This is an optimization exercise on Yosys and OpenROAD, whose aim is small area, not a production implementation.
The RTL was checked by simulation tests, not by an equivalence proof against the original design.
Power and IR drop assume default switching activity.

===== design/flow/flow/run.sh =====
#!/bin/bash
# Standard layout, with plain buffers (not delay cells) on the ports.
set -euo pipefail
export BUFFER_PORTS_ARGS="-buffer_cell sky130_fd_sc_hd__buf_2"
bash standard.sh > standard.log 2>&1

===== design/flow/standard.sh =====
#!/bin/bash
# synth_recipe.tcl (not shown) runs the flow's synth.tcl, then flattens the netlist and writes it again
# the make line also repeats each setting of config.mk as NAME=value (left out here)
make -C /OpenROAD-flow-scripts/flow DESIGN_CONFIG=/design/flow/config.mk WORK_HOME=/design/flow/orfs CLKGATE_MAP_FILE= SYNTH_SCRIPT=/design/flow/synth_recipe.tcl "${@:-finish}"

===== design/flow/config.mk =====
export PLATFORM = sky130hd
export DESIGN_NAME = ucsbece154a_mips
export DESIGN_NICKNAME = ucsbece154a_mips
export VERILOG_FILES = /design/flow/design.v
export SDC_FILE = /design/flow/constraint.sdc
export NUM_CORES = 4
export LEC_CHECK = 0
export CAP_MARGIN = 20
export CORE_MARGIN = 2
export CORE_UTILIZATION = 50
export CTS_BUF_LIST = sky130_fd_sc_hd__clkbuf_16
export CTS_CLUSTER_DIAMETER = 100
export CTS_CLUSTER_SIZE = 24
export SETUP_SLACK_MARGIN = 0.2
export SLEW_MARGIN = 20
export SYNTH_HIERARCHICAL = 1

===== design/flow/constraint.sdc =====
create_clock -name core_clock -period 9.5 [get_ports {clk}]
set_input_delay 1.9000 -clock core_clock [delete_from_list [all_inputs] [get_ports {clk}]]
set_output_delay 1.9000 -clock core_clock [all_outputs]
set_load 0.01 [all_outputs]

===== design/flow/design.v =====
localparam    [2:0] ALUOp_and = 3'b000;
localparam    [2:0] ALUOp_or  = 3'b001;
localparam    [2:0] ALUOp_add = 3'b010;
localparam    [2:0] ALUOp_sub = 3'b110;
localparam    [2:0] ALUOp_slt = 3'b111;
localparam          RegDst_Itype = 1'b0;
localparam          RegDst_Rtype = 1'b1;
localparam          ALUSrc_reg = 1'b0;
localparam          ALUSrc_imm = 1'b1;
localparam    [5:0] instr_add_funct = 6'h20;
localparam    [5:0] instr_sub_funct = 6'h22;
localparam    [5:0] instr_and_funct = 6'h24;
localparam    [5:0] instr_or_funct = 6'h25;
localparam    [5:0] instr_slt_funct = 6'h2a;
localparam    [5:0] instr_Rtype_op = 6'h00;
localparam    [5:0] instr_j_op = 6'h02;
localparam    [5:0] instr_beq_op = 6'h04;
localparam    [5:0] instr_bne_op = 6'h05;
localparam    [5:0] instr_addi_op = 6'h08;
localparam    [5:0] instr_ori_op = 6'h0d;
localparam    [5:0] instr_lw_op = 6'h23;
localparam    [5:0] instr_sw_op = 6'h2b;
module ucsbece154a_alu (
    input        [31:0] a_i, b_i,
    input               sub_i, logic_i, or_i, slt_i,
    output wire  [31:0] y_o,
    output wire         eq_o
);
wire [31:0] ax = a_i ^ {32{sub_i}};
wire [31:0] p  = ax ^ b_i;
wire [31:0] g  = ax & b_i;
reg  [31:0] G, P, Gn, Pn;
integer i, d;
always @* begin
    G = g;
    P = p;
    for (d = 1; d < 32; d = d * 2) begin
        Gn = G;
        Pn = P;
        for (i = 0; i < 32; i = i + 1)
            if (i % (2 * d) >= d) begin
                Gn[i] = G[i] | (P[i] & G[(i / (2 * d)) * (2 * d) + d - 1]);
                Pn[i] = P[i] & P[(i / (2 * d)) * (2 * d) + d - 1];
            end
        G = Gn;
        P = Pn;
    end
end
wire [31:0] sum = (p ^ {32{sub_i}}) ^ {G[30:0], 1'b0};
wire        lt  = (a_i[31] ^ b_i[31]) ? a_i[31] : sum[31];
wire [31:0] lg  = or_i ? (p | g) : g;
assign y_o  = logic_i ? lg : slt_i ? {31'b0, lt} : sum;
assign eq_o = &p;
endmodule
module ucsbece154a_rf (
    input               clk,
    input         [4:0] a1_i, a2_i, a3_i,
    output wire  [31:0] rd1_o, rd2_o,
    input               we3_i,
    input        [31:0] wd3_i
);
reg  [31:0] q [1:31];
wire [31:1] s1l, s1h, s2l, s2h;
ucsbece154a_rf_dec d1l (.a_i(a1_i), .s_o(s1l));
ucsbece154a_rf_dec d1h (.a_i(a1_i), .s_o(s1h));
ucsbece154a_rf_dec d2l (.a_i(a2_i), .s_o(s2l));
ucsbece154a_rf_dec d2h (.a_i(a2_i), .s_o(s2h));
genvar gi, gb;
generate
    for (gi = 1; gi < 32; gi = gi + 1) begin : g_reg
        always @(posedge clk)
            if (we3_i && a3_i == gi) q[gi] <= wd3_i;
    end
endgenerate
generate
    for (gb = 0; gb < 32; gb = gb + 1) begin : g_bit
        wire [10:0] n1, n2;
        wire [31:1] s1 = (gb < 16) ? s1l : s1h;
        wire [31:1] s2 = (gb < 16) ? s2l : s2h;
        for (gi = 0; gi < 10; gi = gi + 1) begin : g_grp
            ucsbece154a_rf_sel3 m1 (
                .s_i({s1[3*gi+3], s1[3*gi+2], s1[3*gi+1]}),
                .d_i({q[3*gi+3][gb], q[3*gi+2][gb], q[3*gi+1][gb]}),
                .y_n(n1[gi]));
            ucsbece154a_rf_sel3 m2 (
                .s_i({s2[3*gi+3], s2[3*gi+2], s2[3*gi+1]}),
                .d_i({q[3*gi+3][gb], q[3*gi+2][gb], q[3*gi+1][gb]}),
                .y_n(n2[gi]));
        end
        assign n1[10] = ~(s1[31] & q[31][gb]);
        assign n2[10] = ~(s2[31] & q[31][gb]);
        assign rd1_o[gb] = ~&n1;
        assign rd2_o[gb] = ~&n2;
    end
endgenerate
endmodule
module ucsbece154a_rf_dec (
    input   [4:0] a_i,
    output [31:1] s_o
);
genvar gi;
generate
    for (gi = 1; gi < 32; gi = gi + 1) begin : g_s
        assign s_o[gi] = (a_i == gi);
    end
endgenerate
endmodule
module ucsbece154a_rf_sel3 (
    input  [2:0] s_i, d_i,
    output       y_n
);
assign y_n = ~|(s_i & d_i);
endmodule
module ucsbece154a_controller (
    input         [5:0] op_i, funct_i,
    output wire         RegWrite_o, RegDst_o,
    output wire         ALUSrc_o,
    output wire         Branch_o, MemWrite_o,
    output wire         MemToReg_o,
    output wire         Sub_o,       
    output wire         Logic_o,     
    output wire         Or_o,        
    output wire         Slt_o,       
    output wire         Jump_o,
    output wire         BranchNe_o,
    output wire         ZeroExtImm_o
);
wire rtype = ~(op_i[3] | op_i[2] | op_i[1]);
wire ori   = op_i[3] & op_i[2];
assign RegWrite_o   = rtype | (op_i[3] ^ op_i[5]);
assign RegDst_o     = rtype;
assign ALUSrc_o     = op_i[3] | op_i[5];
assign Branch_o     = op_i[2] & ~op_i[3];
assign BranchNe_o   = op_i[0];
assign MemWrite_o   = op_i[5] & op_i[3];
assign MemToReg_o   = op_i[5];
assign Jump_o       = op_i[1] & ~op_i[5];
assign ZeroExtImm_o = ori;
assign Sub_o        = (rtype & funct_i[1]) | Branch_o;
assign Logic_o      = (rtype & funct_i[2]) | ori;
assign Or_o         = ~rtype | funct_i[0];
assign Slt_o        = rtype & funct_i[3];
endmodule
module ucsbece154a_datapath (
    input               clk, reset,
    input               RegWrite_i,
    input               RegDst_i,
    input               ALUSrc_i,
    input               Branch_i,
    input               MemToReg_i,
    input               Sub_i, Logic_i, Or_i, Slt_i,
    input               Jump_i,
    input               BranchNe_i,
    input               ZeroExtImm_i,
    output wire  [31:0] pc_o,
    input        [31:0] instr_i,
    output wire  [31:0] aluout_o, writedata_o,
    input        [31:0] readdata_i
);
reg  [29:0] pcw;
wire        eq;
wire [31:0] rd1, rd2;
wire [31:0] imm_ext = {{16{instr_i[15] & ~ZeroExtImm_i}}, instr_i[15:0]};
wire        taken   = Branch_i & (eq ^ BranchNe_i);
wire [29:0] pc_next;
ucsbece154a_pcnext pn (
    .pc_i(pcw), .instr_i(instr_i[25:0]),
    .taken_i(taken), .jump_i(Jump_i),
    .pc_o(pc_next)
);
always @(posedge clk) begin
    if (reset) pcw <= 30'b0;
    else pcw <= pc_next;
end
assign pc_o = {pcw, 2'b00};
ucsbece154a_rf rf (
    .clk(clk),
    .a1_i(instr_i[25:21]), .a2_i(instr_i[20:16]),
    .a3_i(RegDst_i ? instr_i[15:11] : instr_i[20:16]),
    .rd1_o(rd1), .rd2_o(rd2),
    .we3_i(RegWrite_i & ~reset),
    .wd3_i(MemToReg_i ? readdata_i : aluout_o)
);
ucsbece154a_alu alu (
    .a_i(rd1), .b_i(ALUSrc_i ? imm_ext : rd2),
    .sub_i(Sub_i), .logic_i(Logic_i), .or_i(Or_i), .slt_i(Slt_i),
    .y_o(aluout_o),
    .eq_o(eq)
);
assign writedata_o = rd2;
endmodule
module ucsbece154a_pcnext (
    input        [29:0] pc_i,
    input        [25:0] instr_i,
    input               taken_i, jump_i,
    output wire  [29:0] pc_o
);
wire [15:0] x = instr_i[15:0] & {16{taken_i}};
wire        t = instr_i[15] & taken_i;
wire [15:0] p = pc_i[15:0] ^ x;
wire [15:0] g = pc_i[15:0] & x;
reg  [15:0] G, P, Gn, Pn;
integer i, d;
always @* begin
    G = g;
    P = p;
    G[0] = g[0] | p[0];      
    for (d = 1; d < 16; d = d * 2) begin
        Gn = G;
        Pn = P;
        for (i = 0; i < 16; i = i + 1)
            if (i % (2 * d) >= d) begin
                Gn[i] = G[i] | (P[i] & G[(i / (2 * d)) * (2 * d) + d - 1]);
                Pn[i] = P[i] & P[(i / (2 * d)) * (2 * d) + d - 1];
            end
        G = Gn;
        P = Pn;
    end
end
wire [15:0] lo  = p ^ {G[14:0], 1'b1};
wire        c16 = G[15];
reg  [13:0] ones, zeros;
always @* begin
    ones[0]  = 1'b1;
    zeros[0] = 1'b1;
    for (i = 1; i < 14; i = i + 1) begin
        ones[i]  = ones[i - 1] & pc_i[15 + i];
        zeros[i] = zeros[i - 1] & ~pc_i[15 + i];
    end
end
wire        up = ~t & c16;       
wire        dn = t & ~c16;       
wire [13:0] hi = pc_i[29:16] ^ (({14{up}} & ones) | ({14{dn}} & zeros));
assign pc_o = jump_i ? {pc_i[29:26], instr_i} : {hi, lo};
endmodule
module ucsbece154a_mips (
    input               clk, reset,
    output wire  [31:0] pc_o,
    input        [31:0] instr_i,
    output wire         MemWrite_o,
    output wire  [31:0] aluout_o, writedata_o,
    input        [31:0] readdata_i
);
wire MemToReg, Branch, ALUSrc, RegDst, RegWrite, Jump;
wire BranchNe, ZeroExtImm, Sub, Logic, Or, Slt;
ucsbece154a_controller c (
    .op_i(instr_i[31:26]), .funct_i(instr_i[5:0]),
    .RegWrite_o(RegWrite), .RegDst_o(RegDst),
    .ALUSrc_o(ALUSrc),
    .Branch_o(Branch), .MemWrite_o(MemWrite_o),
    .MemToReg_o(MemToReg),
    .Sub_o(Sub), .Logic_o(Logic), .Or_o(Or), .Slt_o(Slt),
    .Jump_o(Jump),
    .BranchNe_o(BranchNe),
    .ZeroExtImm_o(ZeroExtImm)
);
ucsbece154a_datapath dp (
    .clk(clk), .reset(reset),
    .RegWrite_i(RegWrite),
    .RegDst_i(RegDst),
    .ALUSrc_i(ALUSrc),
    .Branch_i(Branch),
    .MemToReg_i(MemToReg),
    .Sub_i(Sub), .Logic_i(Logic), .Or_i(Or), .Slt_i(Slt),
    .Jump_i(Jump),
    .BranchNe_i(BranchNe),
    .ZeroExtImm_i(ZeroExtImm),
    .pc_o(pc_o),
    .instr_i(instr_i),
    .aluout_o(aluout_o),
    .writedata_o(writedata_o),
    .readdata_i(readdata_i)
);
endmodule

==> results of run 1 <==
==> registers in the layout, indices dropped and copies added (netlist names) <==
register and count:
dp.rf.q 992, dp.pcw 30
==> logic make-up (layout without fill, tap and decap cells) <==
group	Yosys count	in the layout
buffers and inverters	184	552
AO/OA/AOI/OAI	901	901
flip-flops	1022	1022
XOR/XNOR	104	104
multiplexers	77	77
other	1	5
AND/OR/NAND/NOR	614	614
adder cells (fa/ha/maj)	87	87
==> final timing paths <==
kind	startpoint	to	slack (ps)	cells past startpoint
worst min register to register	dp.pcw[29]	dp.pcw[29]	570	2
worst max-delay path	instr_i[22]	aluout_o[19]	380	19
worst max register to register	dp.rf.q[1][16]	dp.pcw[29]	2630	29
worst min-delay path	dp.pcw[29]	dp.pcw[29]	570	2
==> critical path, delay by kind of cell <==
kind | cells | cell delay [ps]
and+or+nand+nor | 6 | 1070
AOI/OAI and AO/OA | 6 | 2600
xor gates and xnor gates | 1 | 290
adders and majority gates | 1 | 330
buffers and inverters | 5 | 1010
==> routing by layer <==
| metal | part of all wire [%] | up-vias | GRT usage (%) |
|---|---|---|---|
| met5 | 0.11 | - | 0 |
| met4 | 2.9 | 12 | 8.69 |
| met3 | 15 | 335 | 10.1 |
| met2 | 44 | 2915 | 51.4 |
| met1 | 38 | 17300 | 48.0 |
| li1 | - | 14100 | - |
==> Yosys stat by module (local to each module, per instance), excerpt <==
| module | copies in the design | flops+latches | cells | area [µm²] |
|---|---|---|---|---|
| ucsbece154a_datapath | 1 | 30 | 164 | 1870 |
| ucsbece154a_alu | 1 | 0 | 477 | 3360 |
| ucsbece154a_rf_dec | 4 | 0 | 46 | 218 |
| ucsbece154a_pcnext | 1 | 0 | 204 | 1420 |
| ucsbece154a_rf | 1 | 992 | 1302 | 31800 |
| ucsbece154a_controller | 1 | 0 | 19 | 119 |
==> final cells by class <==
cell class,instances,area (µm²),share of cell area (%)
inverters,116,435,0.850
flip-flops and latches,1022,30400,59.3
well taps,1186,1480,2.90
diodes,3,7.51,0.0147
clock inverters,9,133,0.259
clock buffers,50,1250,2.44
repair buffers,377,2540,4.96
multi-input cells,1785,15000,29.3
==> synth_stat cells, types with 5 or more instances <==
cell type	count	area (µm²)
nand3_1	12	60.1
nor2_1	180	676
mux2_4	44	661
inv_1	116	435
and3_1	5	31.3
a21oi_1	33	165
o22ai_1	17	106
buf_1	5	18.8
xnor2_1	39	342
or3b_4	12	135
nand2_1	134	503
o21ai_0	56	280
nor3_1	12	60.1
mux2_2	12	135
o21ai_1	13	65.1
nand4_1	135	845
nor2b_1	32	200
buf_2	12	60.1
dfxtp_1	30	601
mux2i_1	21	210
o221ai_1	5	43.8
nand3b_1	14	105
a2111o_1	67	754
a21o_1	12	90.1
ha_1	83	1040
xor2_1	65	569
or2_2	8	50.1
or3_1	8	50.1
a222oi_1	640	6410
o211ai_1	9	67.6
edfxtp_1	992	29800
nand2b_1	14	87.6
and2_1	20	125
clkbuf_1	39	146
==> where the power goes <==
part | leakage (nW) | switching (mW) | total [mW] | internal, mW
Sequential | 9.18 | 0.0273 | 5.34 | 5.31
Clock | 0.676 | 1.39 | 2.40 | 1.01
Combinational | 7.68 | 1.24 | 1.78 | 0.532
==> through the flow <==
step                      cell area, µm²  setup TNS, ps  util, %
after floorplan                    45900              0        -
after global placement             49700           -445     54.5
after detailed placement           49800          -1.92     54.5
after CTS                          51100              0     56.1
after global routing               51200              0     56.1
final                              51200              0     56.1
==> run_results.csv, run 1 <==
group,metric,value,unit
status,outcome,"no timing/DRC/antenna violations",
grt,grt_use_total,33.9,%
critical_path,critPathKind,"in2out",
yosys,synthAdderAreaFrac,2.44,%
yosys,synth_top_family_by_area,"compound AO/OA/AOI/OAI gates",
floorplan,ios,163,
clock_network,clk_path_buf_depth,3,
clock_network,postCtsSetupBuffers,0,
grt,antenna_found_initial,8,
place,dp_slack,-1.92,ps
yosys,async_flop_share,0,%
timing,min_period_over_period,96.0,%
final_layout,fillers,7220,
drt,ant_nets,0,
final_layout,final_common_cell,"edfxtp_1",
critical_path,required,7600,ps
worst_hold_path,min_path_type,"reg2reg",
timing,max_freq,0.110,GHz
yosys,synth_cells,2990,
clock_network,insertion_delay,670,ps
yosys,synth-main-ff-cell,"edfxtp_1",
pwr,power,9.51,mW
place,io_buffers,159,
drt,drc,0,
critical_path,max_stage_delay,530,ps
timing,finalHoldViolCount,0,
pwr,leakagePower,17.5,nW
floorplan,die-width,307,µm
final_layout,area_delta_synth_final,11.7,%
job,cap_violations,0,
critical_path,crit_path_cell_trace,"buf_2 -> buf_4 -> nand3b_1 -> nor2_1 -> buf_4 -> a222oi_1 -> nand4_1 -> a2111o_1 -> xor2_1 -> inv_1 -> ha_1 -> nand2_1 -> o21ai_0 -> a221o_1 -> o21ai_0 -> a21boi_0 -> nor3_1 -> nand3b_1 -> buf_2",
yosys,syn_area_per_cell,15.3,µm²
critical_path,crit_slowest_cell,"a221o_1",
timing,slew_viol_final,0,
critical_path,critPathLaunchType,"input port",
floorplan,start_util,50.3,%
yosys,ys_ff_latch,1022,
grt,grt-ovfl-total,0,
drt,first_pass_iters,13,
yosys,synth-xor-area-share,1.99,%
timing,post-route-worst-setup-slack,376,ps
timing,worstMarginPinSlew,1130,ps
clock_network,post_cts_resized,0,
drt,routed_wl,165000,µm
drt,via_per_inst,7.63,
yosys,synthMuxAreaShare,2.19,%
yosys,yosys_warnings,11,
yosys,synth_area,45900,µm²
timing,holdWs,571,ps
place,dp.cells,4485,
grt,grt_max_degree,35,
drt,dr_total_vias,34700,
pwr,peakVddDrop,103,µV
critical_path,critPathArrivalTime,7220,ps
yosys,synth-compound-area-share,18.3,%
clock_network,cts_sinks,1022,
critical_path,critPathMaxFanout,16,
clock_network,cts_tree,"done",
timing,period_minus_slack,9120,ps
timing,setup_viol,0,
place,place_hpwl,109000,µm
floorplan,dieHeight,307,µm
yosys,synth_edf_count,992,
final_layout,nets,3504,
drt,avgRoutedWirePerCell,36.2,µm
timing,fin_worst_skew,41.0,ps
drt,drt_iter0_drc,8513,
critical_path,worst_setup_path_end_kind,"output port",
final_layout,layout_common_cells,"edfxtp_1, a222oi_1, buf_4",
timing,maxSlewHeadroom,24.7,%
grt,grt_pass1_vias,32900,
final_layout,layout.cells.non_filler,4548,
clock_network,cts_made_buffers,49,
place,routabilityCongestion,0.957,
timing,rsz0062_at_grt,"false",
clock_network,cts_hold_buf,0,
yosys,ys_seq_area_share,66.3,%
clock_network,path_clk_slew,90,ps
yosys,synth.distinct_cells,86,
floorplan,die-area,94200,µm²
yosys,synth-simple-area-share,6.99,%
clock_network,h-tree-depth,2,
floorplan,rows,111,
floorplan,core,91200,µm²
pwr,powerDensity,186,nW/µm²
clock_network,clockRootBuffer,"clkbuf_16",
grt,grt_pass1_wl,231000,µm
final_layout,drive_gt1_share,17.7,%
==> run 2, diff against run 1 <==
==> design/flow/flow/run.sh (replaced) <==
#!/bin/bash
# Standard layout, with plain buffers (not delay cells) on the ports.
set -euo pipefail
export BUFFER_PORTS_ARGS="-buffer_cell sky130_fd_sc_hd__buf_1"
bash standard.sh > standard.log 2>&1
--- a/design/flow/config.mk
+++ b/design/flow/config.mk
@@ -10,7 +10,7 @@
 export CORE_UTILIZATION = 50
 export CTS_BUF_LIST = sky130_fd_sc_hd__clkbuf_16
-export CTS_CLUSTER_DIAMETER = 100
-export CTS_CLUSTER_SIZE = 24
-export SETUP_SLACK_MARGIN = 0.2
+export CTS_CLUSTER_DIAMETER = 110
+export CTS_CLUSTER_SIZE = 30
+export SETUP_SLACK_MARGIN = 0.05
 export SLEW_MARGIN = 20
 export SYNTH_HIERARCHICAL = 1
==> run 2 against run 1 <==
Against the previous run: largest power group unchanged; power down 1.7%; sequential cell count unchanged; register-to-register slack worse by 120 ps; wire length up 1.2%; clock-buffer cell count down 7; hold slack better by 15 ps; critical path depth unchanged; cell count up 0.55%; worst setup slack worse by 200 ps; critical path type unchanged; highest routed layer unchanged; combinational power about the same.
==> run_results.csv, run 2 <==
group,metric,value,unit
status,outcome,"no timing/DRC/antenna violations",
yosys,ys_seq_area_share,66.3,%
grt,grt_max_degree,50,
timing,period_minus_slack,9330,ps
drt,routed_wl,167000,µm
timing,slew_viol_final,0,
yosys,yosysMostFrequentCell,"edfxtp_1",
drt,drc,0,
yosys,synth_area,45900,µm²
timing,finalHoldViolCount,0,
final_layout,fillers,7201,
drt,avgRoutedWirePerCell,36.4,µm
critical_path,worst_setup_path_end_kind,"output port",
pwr,leakagePower,17.2,nW
yosys,synth_edf_count,992,
yosys,synth-main-ff-cell,"edfxtp_1",
final_layout,top_regs,"dp.rf.q: 992 flops, dp.pcw: 30 flops",
grt,grt_pass1_wl,232000,µm
critical_path,crit_slowest_cell,"o31ai_1",
yosys,yosysTopAreaCell,"edfxtp_1",
critical_path,r2r_cells,28,
critical_path,critPathLaunchType,"input port",
final_layout,layout_common_cells,"edfxtp_1, a222oi_1, buf_4",
floorplan,ios,163,
clock_network,path_clk_slew,110,ps
yosys,yosysTopAreaCellShare,65.0,%
critical_path,r2r_slack,2510,ps
job,cap_violations,0,
pwr,peakVddDrop,145,µV
clock_network,cts_hold_buf,0,
yosys,synth-simple-area-share,6.99,%
critical_path,max_stage_delay,580,ps
yosys,yosys_warnings,11,
yosys,synth_top_family_by_area,"compound AO/OA/AOI/OAI gates",
yosys,synth_area_leaders,"edfxtp_1, a222oi_1, ha_1, nand4_1, a2111o_1",
grt,grt_use_total,34.2,%
final_layout,nets,3522,
drt,drt_iter0_drc,8362,
timing,min_period_over_period,98.2,%
yosys,synthMuxAreaShare,2.19,%
final_layout,final_common_cell,"edfxtp_1",
floorplan,rows,111,
drt,via_per_inst,7.61,
critical_path,crit_top_cell,"buf_4",
place,place_hpwl,110000,µm
final_layout,largest_reg_flops,992,
yosys,synthAdderAreaFrac,2.44,%
timing,fin_worst_skew,51.3,ps
clock_network,cts_made_buffers,41,
critical_path,critPathArrivalTime,7430,ps
worst_hold_path,holdPathStages,2,
yosys,ys_ff_latch,1022,
yosys,synth_cells,2990,
critical_path,r2r_end,"dp.pcw[29]",
drt,first_pass_iters,13,
critical_path,required,7600,ps
floorplan,die-width,307,µm
pwr,power,9.35,mW
worst_hold_path,whs_endpoint,"dp.pcw[29]",
timing,worstMarginPinSlew,1160,ps
yosys,synth.distinct_cells,86,
pwr,powerDensity,182,nW/µm²
worst_hold_path,hp-start,"dp.pcw[29]",
timing,maxSlewHeadroom,22.5,%
drt,ant_nets,0,
critical_path,rr_startpoint,"dp.rf.q[16][19]",
place,io_buffers,159,
critical_path,crit_path_cell_trace,"buf_1 -> buf_4 -> nand2b_1 -> buf_4 -> nor2_1 -> buf_4 -> a222oi_1 -> nand4_1 -> a2111o_1 -> mux2_4 -> inv_1 -> ha_1 -> a21oi_1 -> o21ai_0 -> a221o_2 -> o21ai_0 -> a21oi_1 -> o31ai_1 -> buf_1",
clock_network,clockRootBuffer,"clkbuf_16",
timing,max_freq,0.107,GHz
timing,setup_viol,0,
floorplan,core,91200,µm²
floorplan,dieHeight,307,µm
final_layout,area_delta_synth_final,11.7,%
yosys,synth-xor-area-share,1.99,%
yosys,syn_area_per_cell,15.3,µm²
critical_path,critPathKind,"in2out",
clock_network,h-tree-depth,2,
critical_path,critPathMaxFanout,16,
grt,antenna_found_initial,10,
yosys,synth-compound-area-share,18.3,%
clock_network,clk_path_buf_depth,3,
final_layout,largest_register,"dp.rf.q",
floorplan,start_util,50.3,%
yosys,async_flop_share,0,%
timing,rsz0062_at_grt,"false",
final_layout,drive_gt1_share,13.7,%
clock_network,cts_sinks,1022,
final_layout,utilization,56.1,%
worst_hold_path,min_path_type,"reg2reg",
grt,grt-ovfl-total,0,
yosys,synth_commonest_cells,"edfxtp_1, a222oi_1, nor2_1, nand4_1, nand2_1",
grt,grt_pass1_vias,32800,
floorplan,die-area,94200,µm²
drt,dr_total_vias,34800,
clock_network,insertion_delay,660,ps
clock_network,cts_tree,"done",
clock_network,postCtsSetupBuffers,0,
place,routabilityCongestion,0.965,
[run 2: cell count changes in the layout (fill, tap and decap cells not counted), sizes merged]
cell      delta
bufinv       -2
clkinvlp     -2
inv         +10
clkbuf       -5
buf         +24
[run 2: per-stage QoR]
step | TNS, ps | setup WS, ps | hold WS [ps] | cells | cell area, µm²
after floorplan | 0 | 1270 | 605 | 2991 | 45900
after global placement | -2570 | -361 | 561 | 4505 | 49800
after detailed placement | -1470 | -287 | 572 | 4510 | 49900
after CTS | 0 | 143 | 598 | 4568 | 51100
after global routing | 0 | 84.7 | 632 | 4571 | 51200
final | 0 | 173 | 587 | 4573 | 51200
[run 2: metal layers]
metal	part of all wire [%]	track usage [%]	vias up
met5	0.043	0	-
met4	2.9	9.33	12
met3	16	11.2	363
met2	43	50.7	2926
met1	38	48.5	17300
li1	-	-	14200
[run 2: how the worst max path moves through the flow]
stage | start | end
finish | instr_i[19] | aluout_o[31]
global route | instr_i[21] | dp.pcw[29]
CTS | instr_i[16] | aluout_o[19]
detailed placement | instr_i[24] | dp.pcw[29]
global placement | instr_i[16] | dp.pcw[22]
floorplan | instr_i[20] | dp.pcw[22]
[run 2: layout make-up]
class / instances / area, µm² / area share [%]
diodes: 3 / 7.51 / 0.0147
flip-flops and latches: 1022 / 30400 / 59.3
repair buffers: 403 / 2670 / 5.22
clock inverters: 15 / 136 / 0.266
clock buffers: 43 / 1080 / 2.10
multi-input cells: 1785 / 15000 / 29.3
well taps: 1186 / 1480 / 2.90
inverters: 116 / 435 / 0.850
[run 2: cell families (layout without fill, tap and decap cells)]
family                     after synthesis  in the layout
DFF                                   1022           1022
AOI/OAI and AO/OA                      901            901
and+or+nand+nor                        614            614
buffers and inverters                  184            577
xor gates and xnor gates               104            104
adders and majority gates               87             87
muxes                                   77             77
other                                    1              5
[run 2: critical path, delay by kind of cell]
kind / cells / cell delay, ps
AND/OR/NAND/NOR: 3 / 570
AO/OA/AOI/OAI: 8 / 2990
multiplexers: 1 / 320
buffers and inverters: 6 / 1340
adder cells (fa/ha/maj): 1 / 260
[run 2: repair_timing]
item / 4_1_cts / 5_1_grt
resized for setup: 2 / 21
pin swaps: 0 / 1
endpoints found under the hold margin: 0 / 0
setup endpoints to repair: 2 / 24
[run 2: where the power goes]
part           switching [mW]  internal (mW)  total, mW
sequential             0.0267           5.31       5.34
combinational            1.26          0.517       1.78
clock                    1.38          0.848       2.23
total                    2.67           6.68       9.35
[run 2: modules after synthesis, one instance, submodules excluded, a selection]
module | flops+latches | cell area [µm²] | copies in the design | cells inside
ucsbece154a_controller | 0 | 119 | 1 | 19
ucsbece154a_alu | 0 | 3360 | 1 | 477
ucsbece154a_datapath | 30 | 1870 | 1 | 164
ucsbece154a_rf_sel3 | 0 | 10.0 | 640 | 1
ucsbece154a_pcnext | 0 | 1420 | 1 | 204
ucsbece154a_rf | 992 | 31800 | 1 | 1302
ucsbece154a_rf_dec | 0 | 218 | 4 | 46
==> run 3, diff against run 2 <==
--- a/design/flow/design.v
+++ b/design/flow/design.v
@@ -196,8 +196,7 @@
     output wire  [29:0] pc_o
 );
-wire [15:0] x = instr_i[15:0] & {16{taken_i}};
-wire        t = instr_i[15] & taken_i;
-wire [15:0] p = pc_i[15:0] ^ x;
-wire [15:0] g = pc_i[15:0] & x;
+wire [15:0] off = instr_i[15:0];
+wire [15:0] p = pc_i[15:0] ^ off;
+wire [15:0] g = pc_i[15:0] & off;
 reg  [15:0] G, P, Gn, Pn;
 integer i, d;
@@ -218,18 +217,25 @@
     end
 end
-wire [15:0] lo  = p ^ {G[14:0], 1'b1};
-wire        c16 = G[15];
-reg  [13:0] ones, zeros;
+wire [15:0] lo_t = p ^ {G[14:0], 1'b1};      
+reg  [16:0] ones;
+reg  [13:0] hones, hzeros;
 always @* begin
-    ones[0]  = 1'b1;
-    zeros[0] = 1'b1;
+    ones[0] = 1'b1;
+    for (i = 1; i < 17; i = i + 1)
+        ones[i] = ones[i - 1] & pc_i[i - 1];
+    hones[0]  = 1'b1;
+    hzeros[0] = 1'b1;
     for (i = 1; i < 14; i = i + 1) begin
-        ones[i]  = ones[i - 1] & pc_i[15 + i];
-        zeros[i] = zeros[i - 1] & ~pc_i[15 + i];
-    end
-end
-wire        up = ~t & c16;       
-wire        dn = t & ~c16;       
-wire [13:0] hi = pc_i[29:16] ^ (({14{up}} & ones) | ({14{dn}} & zeros));
+        hones[i]  = hones[i - 1] & pc_i[15 + i];
+        hzeros[i] = hzeros[i - 1] & ~pc_i[15 + i];
+    end
+end
+wire [15:0] lo_n = pc_i[15:0] ^ ones[15:0];  
+wire [15:0] lo  = taken_i ? lo_t : lo_n;
+wire        c16 = taken_i ? G[15] : ones[16];
+wire        t   = taken_i & off[15];
+wire        up  = ~t & c16;       
+wire        dn  = t & ~c16;       
+wire [13:0] hi  = pc_i[29:16] ^ (({14{up}} & hones) | ({14{dn}} & hzeros));
 assign pc_o = jump_i ? {pc_i[29:26], instr_i} : {hi, lo};
 endmodule
--- a/design/flow/config.mk
+++ b/design/flow/config.mk
@@ -12,5 +12,5 @@
 export CTS_CLUSTER_DIAMETER = 110
 export CTS_CLUSTER_SIZE = 30
-export SETUP_SLACK_MARGIN = 0.05
+export SETUP_SLACK_MARGIN = 0.2
 export SLEW_MARGIN = 20
 export SYNTH_HIERARCHICAL = 1
==> run 3 against run 2 <==
Against the previous run: clock-buffer cell count unchanged; maximum frequency grew 2.1%; clock power about the same; area after synthesis is 0.49% higher; sequential power hardly changed.
==> run_results.csv, run 3 <==
group,metric,value,unit
status,outcome,"no timing/DRC/antenna violations",
critical_path,critPathKind,"in2out",
yosys,synth_area,46100,µm²
floorplan,ios,163,
critical_path,critPathMaxFanout,16,
floorplan,rows,111,
place,place_hpwl,105000,µm
clock_network,cts_made_buffers,41,
drt,via_per_inst,7.76,
critical_path,crit_path_cell_trace,"clkbuf_2 -> buf_4 -> nand3b_1 -> nor2_1 -> buf_4 -> a222oi_1 -> nand4_1 -> a2111o_1 -> xor2_1 -> inv_1 -> ha_1 -> and4_1 -> and2_4 -> a221o_1 -> o21bai_2 -> nand2_2 -> a311o_1 -> o311ai_1 -> buf_4 -> buf_1",
clock_network,h-tree-depth,2,
drt,drc,0,
yosys,synth.distinct_cells,84,
pwr,leakagePower,16.9,nW
yosys,ys_seq_area_share,65.9,%
floorplan,dieHeight,308,µm
pwr,peakVddDrop,126,µV
critical_path,required,7600,ps
clock_network,cts_tree,"done",
final_layout,layout_common_cells,"edfxtp_1, a222oi_1, buf_4",
grt,grt_use_total,33.8,%
timing,max_freq,0.109,GHz
final_layout,drive_gt1_share,11.7,%
final_layout,largest_reg_flops,992,
grt,grt_pass1_wl,232000,µm
yosys,syn_area_per_cell,15.3,µm²
yosys,ys_ff_latch,1022,
yosys,synth_area_leaders,"edfxtp_1, a222oi_1, ha_1, nand4_1, a2111o_1",
drt,avgRoutedWirePerCell,36.4,µm
place,dp_slack,159,ps
clock_network,cts_sinks,1022,
critical_path,r2r_slack,3100,ps
grt,grt-ovfl-total,0,
drt,ant_nets,0,
yosys,synth_top_family_by_area,"compound AO/OA/AOI/OAI gates",
yosys,synthAdderAreaFrac,2.86,%
critical_path,crit_slowest_cell,"a2111o_1",
timing,setup_viol,0,
drt,first_pass_iters,14,
yosys,yosysTopAreaCell,"edfxtp_1",
timing,rsz0062_at_grt,"false",
drt,routed_wl,165000,µm
yosys,async_flop_share,0,%
worst_hold_path,min_path_type,"reg2reg",
place,io_buffers,159,
place,place_area,49700,µm²
final_layout,nets,3509,
clock_network,clockRootBuffer,"clkbuf_16",
yosys,synthMuxAreaShare,2.29,%
timing,min_period_over_period,96.2,%
yosys,synth-xor-area-share,2.00,%
drt,drt_iter0_drc,8268,
final_layout,design_area,51000,µm²
timing,fin_worst_skew,25.4,ps
critical_path,critPathLaunchType,"input port",
critical_path,cp_num_buf_inv,6,
timing,maxSlewHeadroom,24.7,%
grt,grt_max_degree,65,
final_layout,largest_register,"dp.rf.q",
yosys,synth_commonest_cells,"edfxtp_1, a222oi_1, nor2_1, nand2_1, nand4_1",
yosys,synth-simple-area-share,6.84,%
timing,period_minus_slack,9140,ps
job,cap_violations,0,
grt,grt_pass1_vias,33500,
final_layout,final_common_cell,"edfxtp_1",
timing,finalHoldViolCount,0,
critical_path,critPathArrivalTime,7240,ps
timing,post-route-worst-setup-slack,363,ps
critical_path,crit_family,"compound AO/OA/AOI/OAI gates",
timing,final.setup.tns,0,ps
yosys,synth_cells,3011,
floorplan,die-width,308,µm
timing,slew_viol_final,0,
grt,antenna_found_initial,8,
pwr,powerDensity,183,nW/µm²
floorplan,core,91500,µm²
place,routabilityCongestion,0.939,
clock_network,clk_path_buf_depth,3,
critical_path,max_stage_delay,540,ps
final_layout,top_regs,"dp.rf.q: 992 flops, dp.pcw: 30 flops",
yosys,yosysTopAreaCellShare,64.6,%
timing,worstMarginPinSlew,1130,ps
yosys,synth_edf_count,992,
clock_network,path_clk_slew,100,ps
yosys,yosys_warnings,11,
clock_network,insertion_delay,640,ps
yosys,synth-compound-area-share,18.4,%
floorplan,die-area,94600,µm²
drt,dr_total_vias,35200,
critical_path,worst_setup_path_end_kind,"output port",
floorplan,start_util,50.4,%
yosys,synth-main-ff-cell,"edfxtp_1",
yosys,yosysMostFrequentCell,"edfxtp_1",
final_layout,area_delta_synth_final,10.6,%
critical_path,crit_top_cell,"buf_4",
run 3: Yosys stat by module (local to each module, per instance), a selection:
module	cells	cell area, µm²	flops+latches
ucsbece154a_pcnext	220	1610	0
ucsbece154a_rf_dec	46	218	0
ucsbece154a_datapath	164	1870	30
ucsbece154a_alu	482	3390	0
ucsbece154a_rf_sel3	1	10.0	0
ucsbece154a_rf	1302	31800	992
ucsbece154a_controller	19	119	0
run 3: cell type report:
| cell class | count | area [µm²] |
|---|---|---|
| timing repair buffer | 351 | 2250 |
| clock inverter | 11 | 95.1 |
| tap | 1186 | 1480 |
| fill | 7193 | 40600 |
| sequential | 1022 | 30400 |
| antenna | 2 | 5.00 |
| multi-input combinational | 1812 | 15200 |
| clock buffer | 43 | 1080 |
| inverter | 112 | 420 |
run 3: path summary, 6_finish.rpt:
path / from / endpoint / cells after the start
hold reg to reg: dp.pcw[29] / dp.pcw[29] / 2
setup / recovery: instr_i[23] / aluout_o[26] / 20
setup reg to reg: dp.rf.q[22][26] / dp.pcw[29] / 20
hold / removal: dp.pcw[29] / dp.pcw[29] / 2
run 3: tightest hold or removal path, delay by kind of cell, from the launching register on:
kind,cells,cell delay [ps]
xor gates and xnor gates,1,80
DFF,1,370
and+or+nand+nor,1,120
run 3: power breakdown:
| part | switching [mW] | internal (mW) | total, mW |
|---|---|---|---|
| sequential | 0.0264 | 5.31 | 5.34 |
| combinational | 1.25 | 0.523 | 1.77 |
| clock | 1.37 | 0.841 | 2.21 |
| total | 2.65 | 6.68 | 9.32 |
run 3: repair_timing:
item                                   CTS  global route
setup endpoints to repair                1            18
endpoints found under the hold margin    0             0
hold buffers                             0             0
setup buffers                            0             0
cloned                                   0             0
gates resized for setup                  3            12
pin swaps                                0             0
run 3: logic make-up after synthesis:
logic type | count (synthesis)
other cells | 1
flops | 1022
buf+inv | 178
mux | 82
fa+ha+maj | 103
xor+xnor | 105
simple gates | 610
compound gates | 910
run 3: through the flow:
step / instances / total power [mW] / util, % / hold slack, ps
finish: 4539 / 9.32 / 55.7 / 601
global route: 4537 / 9.58 / 55.7 / 617
CTS: 4536 / 9.28 / 55.6 / 612
detailed placement: 4482 / 7.15 / 54.3 / 588
global placement: 4479 / 7.08 / 54.2 / 560
floorplan: 3012 / 6.43 / - / 605
run 3: routing by layer:
layer  up-vias  part of all wire (%)  track usage [%]
met2      3126                    43             51.0
met5         -                 0.056                0
met1     17500                    37             47.1
met4        14                   3.3             10.2
met3       396                    16             10.6
li1      14200                     -                -
==> run 4, diff against run 3 <==
--- a/design/flow/config.mk
+++ b/design/flow/config.mk
@@ -6,5 +6,5 @@
 export NUM_CORES = 4
 export LEC_CHECK = 0
-export CAP_MARGIN = 20
+export CAP_MARGIN = 5
 export CORE_MARGIN = 2
 export CORE_UTILIZATION = 50
@@ -13,4 +13,4 @@
 export CTS_CLUSTER_SIZE = 30
 export SETUP_SLACK_MARGIN = 0.2
-export SLEW_MARGIN = 20
+export SLEW_MARGIN = 5
 export SYNTH_HIERARCHICAL = 1
==> run 4 against run 3 <==
Against the previous run: largest cell class unchanged; register-to-register slack gained 30 ps; still clean; area after synthesis is the same; maximum frequency grew 0.63%; clock power is essentially flat; die area is the same; sequential power is essentially flat; highest routed layer unchanged.
==> run_results.csv, run 4 <==
group,metric,value,unit
status,outcome,"no timing/DRC/antenna violations",
final_layout,drive_gt1_share,11.6,%
timing,fin_worst_skew,31.0,ps
floorplan,rows,111,
pwr,power,9.31,mW
clock_network,insertion_delay,640,ps
timing,setup_viol,0,
final_layout,fillers,7205,
yosys,yosysTopAreaCellShare,64.6,%
yosys,synth-main-ff-cell,"edfxtp_1",
worst_hold_path,holdPathStages,2,
pwr,seqPwrFrac,57.4,%
floorplan,die-area,94600,µm²
timing,worstMarginPinSlew,1350,ps
timing,holdWs,608,ps
floorplan,dieHeight,308,µm
timing,final.setup.tns,0,ps
timing,maxSlewHeadroom,9.51,%
critical_path,critPathMaxFanout,16,
final_layout,nets,3507,
floorplan,core,91500,µm²
clock_network,path_clk_slew,110,ps
job,cap_violations,0,
clock_network,cts_sinks,1022,
yosys,ys_seq_area_share,65.9,%
timing,finalHoldViolCount,0,
yosys,syn_area_per_cell,15.3,µm²
floorplan,start_util,50.4,%
yosys,synth_commonest_cells,"edfxtp_1, a222oi_1, nor2_1, nand2_1, nand4_1",
grt,grt_busiest_layer,"met2",
clock_network,cts_tree,"done",
drt,dr_total_vias,35000,
critical_path,r2r_slack,3130,ps
worst_hold_path,min_path_type,"reg2reg",
final_layout,top_regs,"dp.rf.q: 992 flops, dp.pcw: 30 flops",
floorplan,die-width,308,µm
yosys,async_flop_share,0,%
final_layout,largest_reg_flops,992,
clock_network,h-tree-depth,2,
yosys,yosysMostFrequentCell,"edfxtp_1",
place,place_hpwl,105000,µm
yosys,synth_area,46100,µm²
clock_network,clockRootBuffer,"clkbuf_16",
critical_path,critPathLaunchType,"input port",
yosys,synth_edf_count,992,
yosys,synth.distinct_cells,84,
final_layout,diodes,0,
timing,slew_viol_final,0,
yosys,ys_ff_latch,1022,
critical_path,crit_top_cell,"buf_4",
critical_path,crit_slowest_cell,"a2111o_1",
critical_path,worst_setup_path_end_kind,"output port",
grt,grt_pass1_wl,231000,µm
floorplan,ios,163,
worst_hold_path,hp-start,"dp.pcw[29]",
pwr,swShare,28.3,%
drt,routed_wl,165000,µm
grt,grt_use_total,33.8,%
clock_network,cts_made_buffers,41,
final_layout,final_common_cell,"edfxtp_1",
pwr,combPwrFrac,19.0,%
critical_path,max_stage_delay,580,ps
critical_path,crit_path_cell_trace,"clkbuf_2 -> buf_4 -> or3b_4 -> nor2_1 -> buf_4 -> a222oi_1 -> nand4_1 -> a2111o_1 -> inv_1 -> o21ai_0 -> inv_1 -> ha_1 -> a21oi_1 -> o21ai_1 -> a221oi_1 -> buf_4 -> o32ai_1 -> buf_4 -> or3b_1 -> a31oi_1 -> o221ai_1 -> buf_1",
critical_path,critPathArrivalTime,7180,ps
grt,globalRouteMet1Util,46.6,%
drt,drc,0,
grt,grt_pass1_vias,33600,
drt,first_pass_iters,12,
yosys,synth_cells,3011,
pwr,peakVddDrop,123,µV
grt,grt_max_degree,65,
place,dp.cells,4479,
drt,via_per_inst,7.72,
yosys,synth_area_leaders,"edfxtp_1, a222oi_1, ha_1, nand4_1, a2111o_1",
yosys,yosys_warnings,11,
final_layout,layout.cells.non_filler,4536,
timing,rsz0062_at_grt,"false",
pwr,switchingPower,2.63,mW
place,routabilityCongestion,0.939,
timing,period_minus_slack,9080,ps
critical_path,critPathKind,"in2out",
critical_path,required,7600,ps
critical_path,r2r_end,"dp.pcw[29]",
timing,min_period_over_period,95.6,%
final_layout,area_delta_synth_final,10.3,%
grt,grt-ovfl-total,0,
yosys,yosysTopAreaCell,"edfxtp_1",
drt,drt_iter0_drc,8491,
place,io_buffers,159,
pwr,p_clk_share,23.6,%
final_layout,largest_register,"dp.rf.q",
final_layout,layout_common_cells,"edfxtp_1, a222oi_1, buf_4",
drt,avgRoutedWirePerCell,36.4,µm
grt,use_met2,50.6,%
grt,antenna_found_initial,2,
critical_path,r2r_cells,20,
pwr,p_int,6.68,mW
clock_network,clk_path_buf_depth,3,
pwr,leakagePower,16.9,nW
worst_hold_path,whs_endpoint,"dp.pcw[29]",
timing,max_freq,0.110,GHz
drt,ant_nets,0,
pwr,powerDensity,183,nW/µm²
grt,grt_use_met3,11.6,%
critical_path,rr_startpoint,"dp.rf.q[13][25]",
## run 4: cell counts after synthesis
No cell type changed its count.
## run 4: cells by family (layout without fill, tap and decap cells)
| family | count (synthesis) | count (layout) | share of synthesized area (%) |
|---|---|---|---|
| DFF | 1022 | 1022 | 65.9 |
| AOI/OAI and AO/OA | 910 | 910 | 18.4 |
| other | 1 | 2 | 0.00814 |
| adders and majority gates | 103 | 103 | 2.86 |
| muxes | 82 | 82 | 2.29 |
| and+or+nand+nor | 610 | 610 | 6.84 |
| xor gates and xnor gates | 105 | 105 | 2.00 |
| buffers and inverters | 178 | 516 | 1.69 |
## run 4: layer usage
metal  vias up  wire, µm
met3       398     27900
met5         -        30
li1      14200         -
met2      3114     71300
met1     17300     60400
met4         6      5350
## run 4: area by class of cell
type | instances | area, µm² | share of cell area (%)
Clock buffer | 43 | 1080 | 2.12
Clock inverter | 12 | 100 | 0.197
Inverter | 112 | 420 | 0.827
Multi-Input combinational cell | 1812 | 15200 | 29.9
Sequential cell | 1022 | 30400 | 59.8
Tap cell | 1186 | 1480 | 2.92
Timing Repair Buffer | 349 | 2160 | 4.25
## run 4: power groups by stage
stage / combinational (mW) / sequential (mW) / clock [mW]
final: 1.77 / 5.34 / 2.20
after global routing: 1.88 / 5.35 / 2.35
after CTS: 1.71 / 5.34 / 2.22
after detailed placement: 1.71 / 5.44 / 0
after global placement: 1.65 / 5.44 / 0
after floorplan: 0.999 / 5.44 / 0
## run 4: modules after synthesis, one instance, submodules excluded, excerpt
module                  cell area [µm²]  cells
ucsbece154a_alu                    3390    482
ucsbece154a_pcnext                 1610    220
ucsbece154a_rf                    31800   1302
ucsbece154a_rf_sel3                10.0      1
ucsbece154a_datapath               1870    164
ucsbece154a_rf_dec                  218     46
ucsbece154a_controller              119     19
## run 4: worst max path at each step
stage / start / to
floorplan: instr_i[20] / dp.pcw[26]
global placement: instr_i[24] / aluout_o[0]
detailed placement: instr_i[24] / aluout_o[0]
CTS: instr_i[16] / aluout_o[30]
global route: instr_i[17] / aluout_o[0]
finish: instr_i[17] / aluout_o[0]
## run 4: worst max-delay path, delay by kind of cell
| kind | cells | cell delay, ps |
|---|---|---|
| simple gates | 4 | 1170 |
| fa+ha+maj | 1 | 270 |
| buf+inv | 8 | 1540 |
| compound gates | 9 | 2270 |
## run 4: metrics by stage
stage               util (%)  cell area [µm²]  worst slack, ps
floorplan                  -            46100             1870
CTS                     55.5            50800              259
detailed placement      54.2            49600              150
global placement        54.2            49600              231
global route            55.6            50900              226
finish                  55.6            50900              420
## run 4: what timing repair did
| item | CTS | global route |
|---|---|---|
| cloned | 0 | 0 |
| resized for setup | 4 | 21 |
| endpoints found under the setup margin | 2 | 22 |
| hold buffers | 0 | 0 |
| buffers inserted | 0 | 2 |
| pin swaps | 0 | 2 |
==> run 5, diff against run 4 <==
--- a/design/flow/config.mk
+++ b/design/flow/config.mk
@@ -12,5 +12,5 @@
 export CTS_CLUSTER_DIAMETER = 110
 export CTS_CLUSTER_SIZE = 30
-export SETUP_SLACK_MARGIN = 0.2
+export SETUP_SLACK_MARGIN = 0.12
 export SLEW_MARGIN = 5
 export SYNTH_HIERARCHICAL = 1
==> run 5 against run 4 <==
Against the previous run: die area unchanged; first-iteration DRC count decreased by 3.0%; still clean; core utilization about the same; critical endpoint unchanged; critical path depth unchanged; clock-buffer cell count unchanged; critical path type unchanged; hold slack got worse by 0.50 ps; worst setup slack got worse by 49 ps; final area about the same; wire length about the same.
==> run_results.csv, run 5 <==
group,metric,value,unit
status,outcome,"no timing/DRC/antenna violations",
timing,fin_worst_skew,30.1,ps
floorplan,dieHeight,308,µm
critical_path,required,7600,ps
critical_path,critPathLaunchType,"input port",
critical_path,r2r_end,"dp.pcw[29]",
grt,grt_pass1_vias,33600,
clock_network,insertion_delay,640,ps
final_layout,final_common_cell,"edfxtp_1",
drt,avgRoutedWirePerCell,36.4,µm
floorplan,ios,163,
drt,routed_wl,165000,µm
pwr,peakVddDrop,123,µV
pwr,powerDensity,183,nW/µm²
grt,grt-ovfl-total,0,
timing,holdWs,608,ps
yosys,yosysMostFrequentCell,"edfxtp_1",
yosys,synth_cells,3011,
timing,maxSlewHeadroom,9.53,%
final_layout,drive_gt1_share,11.5,%
grt,antenna_found_initial,2,
critical_path,r2r_cells,20,
grt,grt_max_degree,65,
yosys,yosys_warnings,11,
yosys,synth-xor-area-share,2.00,%
timing,finalHoldViolCount,0,
drt,first_pass_iters,13,
critical_path,critPathMaxFanout,16,
final_layout,fillers,7205,
timing,max_freq,0.110,GHz
grt,grt_use_total,33.8,%
yosys,synth-main-ff-cell,"edfxtp_1",
floorplan,die-area,94600,µm²
final_layout,nets,3505,
timing,rsz0062_at_grt,"false",
grt,grt_pass1_wl,231000,µm
yosys,async_flop_share,0,%
drt,ant_nets,0,
yosys,synth-simple-area-share,6.84,%
clock_network,cts_tree,"done",
worst_hold_path,min_path_type,"reg2reg",
drt,via_per_inst,7.72,
timing,setup_viol,0,
yosys,synth-compound-area-share,18.4,%
clock_network,cts_sinks,1022,
final_layout,largest_register,"dp.rf.q",
yosys,synth_commonest_cells,"edfxtp_1, a222oi_1, nor2_1, nand2_1, nand4_1",
critical_path,critPathKind,"in2out",
worst_hold_path,whs_endpoint,"dp.pcw[29]",
critical_path,crit_slowest_cell,"a2111o_1",
critical_path,rr_startpoint,"dp.rf.q[13][25]",
pwr,leakagePower,16.9,nW
critical_path,crit_path_cell_trace,"buf_1 -> buf_4 -> nand2b_1 -> nor2_1 -> buf_4 -> a222oi_1 -> nand4_1 -> a2111o_1 -> inv_1 -> o21ai_0 -> inv_1 -> ha_1 -> a21oi_1 -> o21ai_1 -> a221oi_1 -> buf_4 -> o32ai_1 -> buf_4 -> or3b_1 -> a31oi_1 -> o221ai_1 -> buf_1",
yosys,synthMuxAreaShare,2.29,%
critical_path,max_stage_delay,570,ps
yosys,synth_edf_count,992,
yosys,yosysTopAreaCellShare,64.6,%
clock_network,path_clk_slew,110,ps
final_layout,layout_common_cells,"edfxtp_1, a222oi_1, buf_4",
worst_hold_path,hp-start,"dp.pcw[29]",
place,io_buffers,159,
clock_network,cts_made_buffers,41,
yosys,synth_area_leaders,"edfxtp_1, a222oi_1, ha_1, nand4_1, a2111o_1",
yosys,synth.distinct_cells,84,
floorplan,start_util,50.4,%
critical_path,crit_top_cell,"buf_4",
final_layout,largest_reg_flops,992,
yosys,synth_area,46100,µm²
floorplan,rows,111,
drt,drt_iter0_drc,8240,
timing,period_minus_slack,9130,ps
clock_network,h-tree-depth,2,
timing,slew_viol_final,0,
clock_network,postCtsSetupBuffers,0,
floorplan,die-width,308,µm
final_layout,utilization,55.5,%
yosys,synthAdderAreaFrac,2.86,%
floorplan,core,91500,µm²
final_layout,top_regs,"dp.rf.q: 992 flops, dp.pcw: 30 flops",
yosys,ys_ff_latch,1022,
timing,final.setup.tns,0,ps
place,place_hpwl,105000,µm
yosys,ys_seq_area_share,65.9,%
critical_path,critPathArrivalTime,7230,ps
job,cap_violations,0,
drt,dr_total_vias,35000,
final_layout,area_delta_synth_final,10.3,%
clock_network,clockRootBuffer,"clkbuf_16",
yosys,synth_top_family_by_area,"compound AO/OA/AOI/OAI gates",
worst_hold_path,holdPathStages,2,
yosys,yosysTopAreaCell,"edfxtp_1",
clock_network,clk_path_buf_depth,3,
critical_path,worst_setup_path_end_kind,"output port",
timing,min_period_over_period,96.1,%
timing,worstMarginPinSlew,1350,ps
drt,drc,0,
yosys,syn_area_per_cell,15.3,µm²
critical_path,r2r_slack,3110,ps
place,routabilityCongestion,0.939,
[run 5: changes by cell type in the layout (fill, tap and decap cells not counted)]
cell      before  now
nand2b_1      11   14
nand2b_2       5    2
buf_4        180  178
diode_2        0    2
nor2_1       141  142
nor2_2        12   11
[run 5: worst max-delay path, delay by kind of cell]
kind            cells  cell delay [ps]
buf+inv             8             1460
compound gates      9             2260
simple gates        4             1290
fa+ha+maj           1              270
[run 5: report_power, final]
part | switching, mW | leakage, nW | internal [mW]
Combinational | 1.24 | 7.13 | 0.522
Sequential | 0.0266 | 9.18 | 5.31
Clock | 1.36 | 0.595 | 0.839
Total | 2.63 | 16.9 | 6.67
[run 5: timing repair]
item                                    in CTS  in global routing
hold buffers                                 0                  0
gates resized for setup                      1                 19
endpoints found under the setup margin       1                 19
[run 5: per-stage QoR]
stage / setup WS (ps) / total power [mW] / cell area (µm²) / cells
2_1_floorplan: 1870 / 6.43 / 46100 / 3012
3_3_place_gp: 231 / 7.08 / 49600 / 4479
3_5_place_dp: 150 / 7.15 / 49600 / 4479
4_1_cts: 165 / 9.27 / 50800 / 4534
5_1_grt: 159 / 9.58 / 50800 / 4534
6_report: 371 / 9.31 / 50800 / 4536
[run 5: area by class of cell]
cell class              instances  area, µm²  area share (%)
diodes                          2       5.00         0.00985
clock inverters                12        100           0.197
repair buffers                347       2140            4.22
flip-flops and latches       1022      30400            59.8
clock buffers                  43       1080            2.12
well taps                    1186       1480            2.92
inverters                     112        420           0.827
multi-input cells            1812      15200            29.9
[run 5: worst max-delay path by stage]
stage	from	end	slack [ps]	depth (start not counted)
2_1_floorplan	instr_i[20]	dp.pcw[26]	1870	26
3_5_place_dp	instr_i[24]	aluout_o[0]	150	20
4_1_cts	instr_i[21]	aluout_o[30]	160	17
6_report	instr_i[19]	aluout_o[0]	370	22
3_3_place_gp	instr_i[24]	aluout_o[0]	230	20
5_1_grt	instr_i[20]	aluout_o[0]	160	20
[run 5: logic make-up after synthesis]
| group | after synthesis |
|---|---|
| fa+ha+maj | 103 |
| buf+inv | 178 |
| flops | 1022 |
| xor+xnor | 105 |
| compound gates | 910 |
| other cells | 1 |
| mux | 82 |
| simple gates | 610 |
[run 5: layer usage]
| metal | GRT usage (%) | vias to the layer above | routed length [µm] |
|---|---|---|---|
| li1 | - | 14200 | - |
| met1 | 46.7 | 17300 | 60800 |
| met2 | 50.6 | 3105 | 71400 |
| met3 | 11.5 | 378 | 27400 |
| met4 | 10.0 | 4 | 5270 |
| met5 | 0 | - | 20 |
[run 5: per-module statistics from Yosys, one instance, submodules excluded, a selection]
module,cells,flops+latches,copies in the design,cell area (µm²)
ucsbece154a_rf,1302,992,1,31800
ucsbece154a_alu,482,0,1,3390
ucsbece154a_datapath,164,30,1,1870
ucsbece154a_pcnext,220,0,1,1610
ucsbece154a_rf_dec,46,0,4,218
ucsbece154a_controller,19,0,1,119
ucsbece154a_rf_sel3,1,0,640,10.0
==> run 6, diff against run 5 <==
==> design/flow/config.mk (replaced) <==
export PLATFORM = sky130hd
export DESIGN_NAME = ucsbece154a_mips
export DESIGN_NICKNAME = ucsbece154a_mips
export VERILOG_FILES = /design/flow/design.v
export SDC_FILE = /design/flow/constraint.sdc
export NUM_CORES = 4
export LEC_CHECK = 0
export CAP_MARGIN = 20
export CORE_MARGIN = 2
export CORE_UTILIZATION = 45
export CTS_BUF_LIST = sky130_fd_sc_hd__clkbuf_16
export CTS_CLUSTER_DIAMETER = 100
export CTS_CLUSTER_SIZE = 28
export SETUP_SLACK_MARGIN = 0.2
export SLEW_MARGIN = 20
export SYNTH_HIERARCHICAL = 1
==> run 6 against run 5 <==
Against the previous run: combinational power hardly changed; global-route usage is 3.1 points lower; core utilization is 5.3 points lower; clock-buffer cell count is 1 higher; final area is 0.65% higher; via count is 0.22% lower; highest routed layer unchanged.
==> run_results.csv, run 6 <==
group,metric,value,unit
clock_network,cts_made_buffers,43,
grt,grt_pass1_wl,232000,µm
final_layout,top_regs,"dp.rf.q: 992 flops, dp.pcw: 30 flops",
floorplan,dieHeight,324,µm
final_layout,nets,3508,
yosys,async_flop_share,0,%
clock_network,cts_sinks,1022,
yosys,synth_area_leaders,"edfxtp_1, a222oi_1, ha_1, nand4_1, a2111o_1",
timing,maxSlewHeadroom,27.1,%
drt,dr_total_vias,34900,
floorplan,start_util,45.3,%
yosys,synth_top_family_by_area,"compound AO/OA/AOI/OAI gates",
yosys,synth-xor-area-share,2.00,%
clock_network,cts_tree,"done",
place,place_hpwl,108000,µm
drt,via_per_inst,7.39,
floorplan,die-area,105000,µm²
timing,slew_viol_final,0,
yosys,synth_commonest_cells,"edfxtp_1, a222oi_1, nor2_1, nand2_1, nand4_1",
grt,antenna_found_initial,12,
pwr,leakagePower,16.9,nW
drt,drc,0,
yosys,ys_seq_area_share,65.9,%
clock_network,h-tree-depth,2,
clock_network,clockRootBuffer,"clkbuf_16",
grt,grt_use_total,30.6,%
timing,post-route-worst-setup-slack,401,ps
floorplan,rows,117,
timing,period_minus_slack,9100,ps
pwr,powerDensity,182,nW/µm²
drt,avgRoutedWirePerCell,35.1,µm
timing,final.setup.tns,0,ps
critical_path,critPathMaxFanout,9,
timing,rsz0062_at_grt,"true",
final_layout,largest_reg_flops,992,
drt,routed_wl,166000,µm
place,dp_slack,-73.0,ps
critical_path,critPathKind,"in2out",
yosys,yosysTopAreaCellShare,64.6,%
place,routabilityCongestion,0.967,
pwr,peakVddDrop,136,µV
timing,max_freq,0.110,GHz
timing,worstMarginPinSlew,1090,ps
critical_path,critPathArrivalTime,7200,ps
drt,drt_iter0_drc,8956,
place,io_buffers,159,
timing,finalHoldViolCount,0,
status,outcome,"no timing/DRC/antenna violations",
yosys,synthMuxAreaShare,2.29,%
critical_path,required,7600,ps
clock_network,clk_path_buf_depth,3,
grt,grt_max_degree,52,
yosys,synth_edf_count,992,
critical_path,worst_setup_path_end_kind,"output port",
timing,setup_viol,0,
yosys,synth_cells,3011,
floorplan,core,102000,µm²
final_layout,layout_common_cells,"edfxtp_1, a222oi_1, buf_4",
yosys,synth-compound-area-share,18.4,%
floorplan,die-width,324,µm
floorplan,ios,163,
grt,grt_pass1_vias,33200,
timing,min_period_over_period,95.8,%
yosys,syn_area_per_cell,15.3,µm²
worst_hold_path,min_path_type,"reg2reg",
final_layout,area_delta_synth_final,11.0,%
drt,first_pass_iters,12,
drt,ant_nets,0,
yosys,synth-main-ff-cell,"edfxtp_1",
yosys,yosys_warnings,11,
clock_network,insertion_delay,670,ps
final_layout,final_common_cell,"edfxtp_1",
critical_path,critPathLaunchType,"input port",
final_layout,largest_register,"dp.rf.q",
yosys,synth.distinct_cells,84,
yosys,synth_area,46100,µm²
grt,grt-ovfl-total,0,
yosys,yosysMostFrequentCell,"edfxtp_1",
clock_network,path_clk_slew,110,ps
yosys,yosysTopAreaCell,"edfxtp_1",
yosys,synth-simple-area-share,6.84,%
job,cap_violations,0,
yosys,ys_ff_latch,1022,
timing,fin_worst_skew,35.6,ps
yosys,synthAdderAreaFrac,2.86,%
final_layout,drive_gt1_share,11.9,%
## run 6: cell counts after synthesis
Identical to the previous run, type by type.
## run 6: worst max-delay path, stage by stage
cell,delay [ps]
buf_2,280
nand2b_1,500
nor2_1,350
buf_4,300
a222oi_1,420
nand4_1,300
a2111o_1,400
xor2_1,210
inv_1,70
ha_1,380
a21o_1,230
a211oi_1,340
o21a_1,190
o32ai_1,140
or3b_1,440
a31oi_2,320
o221ai_1,190
buf_1,210
## run 6: logic make-up after synthesis
kind of cell	after synthesis
flip-flops	1022
AO/OA/AOI/OAI	910
AND/OR/NAND/NOR	610
buffers and inverters	178
XOR/XNOR	105
adder cells (fa/ha/maj)	103
multiplexers	82
other	1
## run 6: cell type report
| type | instances | area, µm² |
|---|---|---|
| Antenna cell | 5 | 12.5 |
| Clock buffer | 44 | 1100 |
| Clock inverter | 13 | 101 |
| Fill cell | 8495 | 50600 |
| Inverter | 112 | 420 |
| Multi-Input combinational cell | 1812 | 15300 |
| Sequential cell | 1022 | 30400 |
| Tap cell | 1368 | 1710 |
| Timing Repair Buffer | 348 | 2160 |
## run 6: repair_timing
action                     in CTS  in global routing
setup endpoints to repair       9                 15
hold buffers                    0                  0
setup buffers                   0                  0
resized for setup              16                 15
## run 6: power by group
| group | switching (mW) | total (mW) | internal (mW) |
|---|---|---|---|
| Combinational | 1.26 | 1.78 | 0.516 |
| Clock | 1.36 | 2.22 | 0.857 |
| Sequential | 0.0274 | 5.34 | 5.31 |
| Total | 2.65 | 9.33 | 6.69 |
## run 6: worst paths after layout
path / endpoint / cells after the start / slack, ps / start
worst min-delay path: dp.pcw[29] / 2 / 590 / dp.pcw[29]
worst max register to register: dp.pcw[26] / 22 / 3260 / dp.rf.q[22][5]
worst max-delay path: aluout_o[0] / 18 / 400 / instr_i[25]
worst min register to register: dp.pcw[29] / 2 / 590 / dp.pcw[29]
## run 6: routing by layer
| layer | GRT usage (%) | vias to the layer above | part of all wire, % |
|---|---|---|---|
| li1 | - | 14200 | - |
| met1 | 42.6 | 17500 | 38 |
| met2 | 46.8 | 2928 | 44 |
| met3 | 8.87 | 325 | 15 |
| met4 | 8.33 | 16 | 2.7 |
| met5 | 0 | - | 0.069 |
## run 6: through the flow
step	hold WS, ps	total power, mW	std cells	util (%)	instance area, µm²
after floorplan	605	6.43	3012	-	46100
after global placement	557	7.09	4655	48.9	49700
after detailed placement	584	7.16	4660	49.0	49800
after CTS	604	9.30	4717	50.2	51100
after global routing	626	9.62	4719	50.3	51200
final	593	9.33	4724	50.3	51200
## run 6: Yosys stat by module, one instance, submodules excluded, a selection
module	cells inside	area, µm²	copies in the design
ucsbece154a_rf_sel3	1	10.0	640
ucsbece154a_datapath	164	1870	1
ucsbece154a_pcnext	220	1610	1
ucsbece154a_alu	482	3390	1
ucsbece154a_rf_dec	46	218	4
ucsbece154a_rf	1302	31800	1
ucsbece154a_controller	19	119	1

[re-timing with driven ports]
The flow's constraints put no driver on any port. The routed layouts listed below were extracted and timed again, unchanged, in two steps.
Step 1, drivers: a clkbuf_16 drives clk and a buf_2 each remaining input, both assumed.
Step 2 also shifts input and output timing later by t, the mid clock arrival at the registers, as if the neighbouring blocks saw the same clock.
Slacks: ideal / step 1 / step 2; pairs: ideal / step 1.
| run | t, ns | setup WS [ns] | worst data-port slew with drivers (ns) |
|---|---|---|---|
| run 1 | 0.724 | 0.376 / 0.248 / -0.134 | 0.17 |
| run 2 | 0.708 | 0.173 / 0.139 / -0.272 | 0.11 |
| run 3 | 0.694 | 0.363 / 0.338 / 0.281 | 0.11 |
| run 4 | 0.686 | 0.420 / 0.395 / 0.368 | 0.12 |
| run 5 | 0.687 | 0.371 / 0.335 / 0.268 | 0.12 |
| run 6 | 0.719 | 0.401 / 0.301 / 0.301 | 0.13 |
With both steps, setup timing fails in run 1 and run 2, where it was met with ideal ports. The setup slack of run 1, which loses most, moves by -0.128 ns with the drivers and by -0.510 ns with both steps.
